What follows belongs to an exercise in optimizing a design on an open flow for small area; a production flow would make more cautious choices. Only simulation tests tie the RTL to the original design; equivalence was not proved. Power is estimated from default activity; no workload was simulated. The clock port is modelled as an ideal driver; clocking choices that lean on that would not hold on a real chip.

// moving_average
module moving_average # (
    parameter integer in_bits = 16,
    parameter integer out_bits = 16,
    parameter integer log2_samples = 8
    )(
    input wire [in_bits-1:0] in_data,
    input wire clk,
    input wire rst,  
    output wire [out_bits-1:0] out_data
    );
==> module moving_average, before the edit <==
module moving_average # (
    parameter integer in_bits = 16,
    parameter integer out_bits = 16,
    parameter integer log2_samples = 8
    )(
    input wire [in_bits-1:0] in_data,
    input wire clk,
    input wire rst,  
    output wire [out_bits-1:0] out_data
    );
    localparam integer samples = 2**log2_samples;
    localparam integer reg_bits = in_bits+log2_samples;
    localparam integer depth = samples+1;    
    reg [depth*in_bits-1:0] line;
    reg [log2_samples:0] fill;               
    reg [reg_bits-1:0] sum;
    wire [in_bits-1:0] newest = line[in_bits-1:0];
    wire [in_bits-1:0] oldest = line[depth*in_bits-1:(depth-1)*in_bits];
    wire add_new = |fill;
    wire sub_old = (fill == depth);
    wire [reg_bits-1:0] add_val = add_new ? {{log2_samples{newest[in_bits-1]}}, newest} : {reg_bits{1'b0}};
    wire [reg_bits-1:0] sub_val = sub_old ? {{log2_samples{oldest[in_bits-1]}}, oldest} : {reg_bits{1'b0}};
    always @(posedge clk) begin
        line <= {line[(depth-1)*in_bits-1:0], in_data};
    end
    always @(posedge clk) begin
        if (rst) begin
            fill <= {(log2_samples+1){1'b0}};
            sum <= {reg_bits{1'b0}};
        end
        else begin
            if (!sub_old)
                fill <= fill + 1'b1;
            sum <= sum + add_val - sub_val;
        end
    end
    assign out_data = {sum[reg_bits-1], sum[reg_bits-3:reg_bits-out_bits-1]};
endmodule
export LEC_CHECK = 0
export CAP_MARGIN = 20
export CORE_MARGIN = 2
export CORE_UTILIZATION = 50
export CTS_CLUSTER_DIAMETER = 100
export CTS_CLUSTER_SIZE = 32
export SLEW_MARGIN = 20
create_clock -name core_clock -period 8.0 [get_ports {clk}]
run.sh (not shown) runs the stock make flow with config.mk's settings and CLKGATE_MAP_FILE= SYNTH_SCRIPT=/design/flow/synth_recipe.tcl, a recipe that flattens the netlist after the stock synthesis.
==> next run, changes <==
==> flow/design.v (replaced) <==
`timescale 1ns / 1ps
module moving_average # (
    parameter integer in_bits = 16,
    parameter integer out_bits = 16,
    parameter integer log2_samples = 8
    )(
    input wire [in_bits-1:0] in_data,
    input wire clk,
    input wire rst,  
    output wire [out_bits-1:0] out_data
    );
    localparam integer samples = 2**log2_samples;
    localparam integer reg_bits = in_bits+log2_samples;
    localparam integer depth = samples+1;    
    localparam integer cut = 8;              
    localparam integer hi_bits = reg_bits-in_bits-1;
    reg [depth*in_bits-1:0] line;
    reg [log2_samples:0] fill;
    reg [reg_bits-1:0] sum;
    reg p_diff, p_sum;                       
    wire [in_bits-1:0] newest = line[in_bits-1:0];
    wire [in_bits-1:0] oldest = line[depth*in_bits-1:(depth-1)*in_bits];
    wire sub_old = fill[log2_samples];
    wire [in_bits:0] da = {newest[in_bits-1], newest};
    wire [in_bits:0] db = ~({(in_bits+1){sub_old}} & {oldest[in_bits-1], oldest});
    wire [in_bits+1:0] dc;
    wire [in_bits:0] diff;
    wire [in_bits+1:0] sc;
    wire [reg_bits-1:0] next;
    assign dc[0] = 1'b1;
    assign sc[0] = 1'b0;
    genvar i;
    generate
    for (i = 0; i <= in_bits; i = i+1) begin : gen_add
        wire dci = (i == cut) ? p_diff : dc[i];
        wire sci = (i == cut) ? p_sum : sc[i];
        assign diff[i] = da[i] ^ db[i] ^ dci;
        assign dc[i+1] = (da[i] & db[i]) | (dci & (da[i] ^ db[i]));
        assign next[i] = sum[i] ^ diff[i] ^ sci;
        assign sc[i+1] = (sum[i] & diff[i]) | (sci & (sum[i] ^ diff[i]));
    end
    endgenerate
    wire [hi_bits-1:0] sum_hi = sum[reg_bits-1:in_bits+1];
    wire [hi_bits-1:0] hi_inc = sum_hi + 1'b1;
    wire [hi_bits-1:0] hi_dec = sum_hi - 1'b1;
    wire up = sc[in_bits+1] & ~diff[in_bits];
    wire down = ~sc[in_bits+1] & diff[in_bits];
    assign next[reg_bits-1:in_bits+1] = up ? hi_inc : down ? hi_dec : sum_hi;
    always @(posedge clk) begin
        line[depth*in_bits-1:in_bits] <= line[(depth-1)*in_bits-1:0];
        line[in_bits-1:0] <= rst ? {in_bits{1'b0}} : in_data;
    end
    always @(posedge clk) begin
        if (rst) begin
            fill <= {(log2_samples+1){1'b0}};
            sum <= {reg_bits{1'b0}};
            p_diff <= 1'b0;
            p_sum <= 1'b0;
        end
        else begin
            fill[log2_samples-1:0] <= fill[log2_samples-1:0] + 1'b1;
            if (&fill[log2_samples-1:0])
                fill[log2_samples] <= 1'b1;
            sum <= next;
            p_diff <= dc[cut];
            p_sum <= sc[cut];
        end
    end
    wire [reg_bits-cut-1:0] total_hi = sum[reg_bits-1:cut] + p_diff + p_sum;
    wire [reg_bits-1:0] total = {total_hi, sum[cut-1:0]};
    assign out_data = {total[reg_bits-1], total[reg_bits-3:reg_bits-out_bits-1]};
endmodule
Result:
- global-route usage shrinks by 1.0 points
- clock power is lower slightly
- cell area fell slightly
- routed wire length decreases by roughly a tenth
- count of clock-buffer cells in the layout increases by 3
- first-iteration DRC count rises by a little under a tenth
- synthesized cell count is lower by a few percent
- final cell count is lower by a few percent
- setup slack degrades by 1.5 ns
- utilization goes down by 0.22 points

[static timing again, ports no longer ideal]
Ports are ideal in the flow. The routed layouts listed here were re-timed in OpenROAD. Step 1 (the two cells are an assumption about what drives the block):
set clk [get_ports {clk}]
set_driving_cell -lib_cell sky130_fd_sc_hd__clkbuf_16 $clk
set_driving_cell -lib_cell sky130_fd_sc_hd__buf_2 [delete_from_list [all_inputs] $clk]
Step 2 moves the port delays by t, midway between the first and last clock arrival at a register: inputs arrive t later, outputs are due t later. That takes back most of the time a late clock gives input paths. Slacks: ideal ports / drivers / drivers and shift; pairs: ideal ports / drivers.
run | t, ns | setup WS [ns] | worst register clock-pin slew, ns | pins driven straight from the clock port
the first run | 0.878 | 3.308 / 3.308 / 3.308 | 0.11 / 0.11 | 1
the second run | 0.849 | 1.782 / 1.782 / 1.782 | 0.12 / 0.12 | 1
After both steps setup and hold are still met in every run listed.
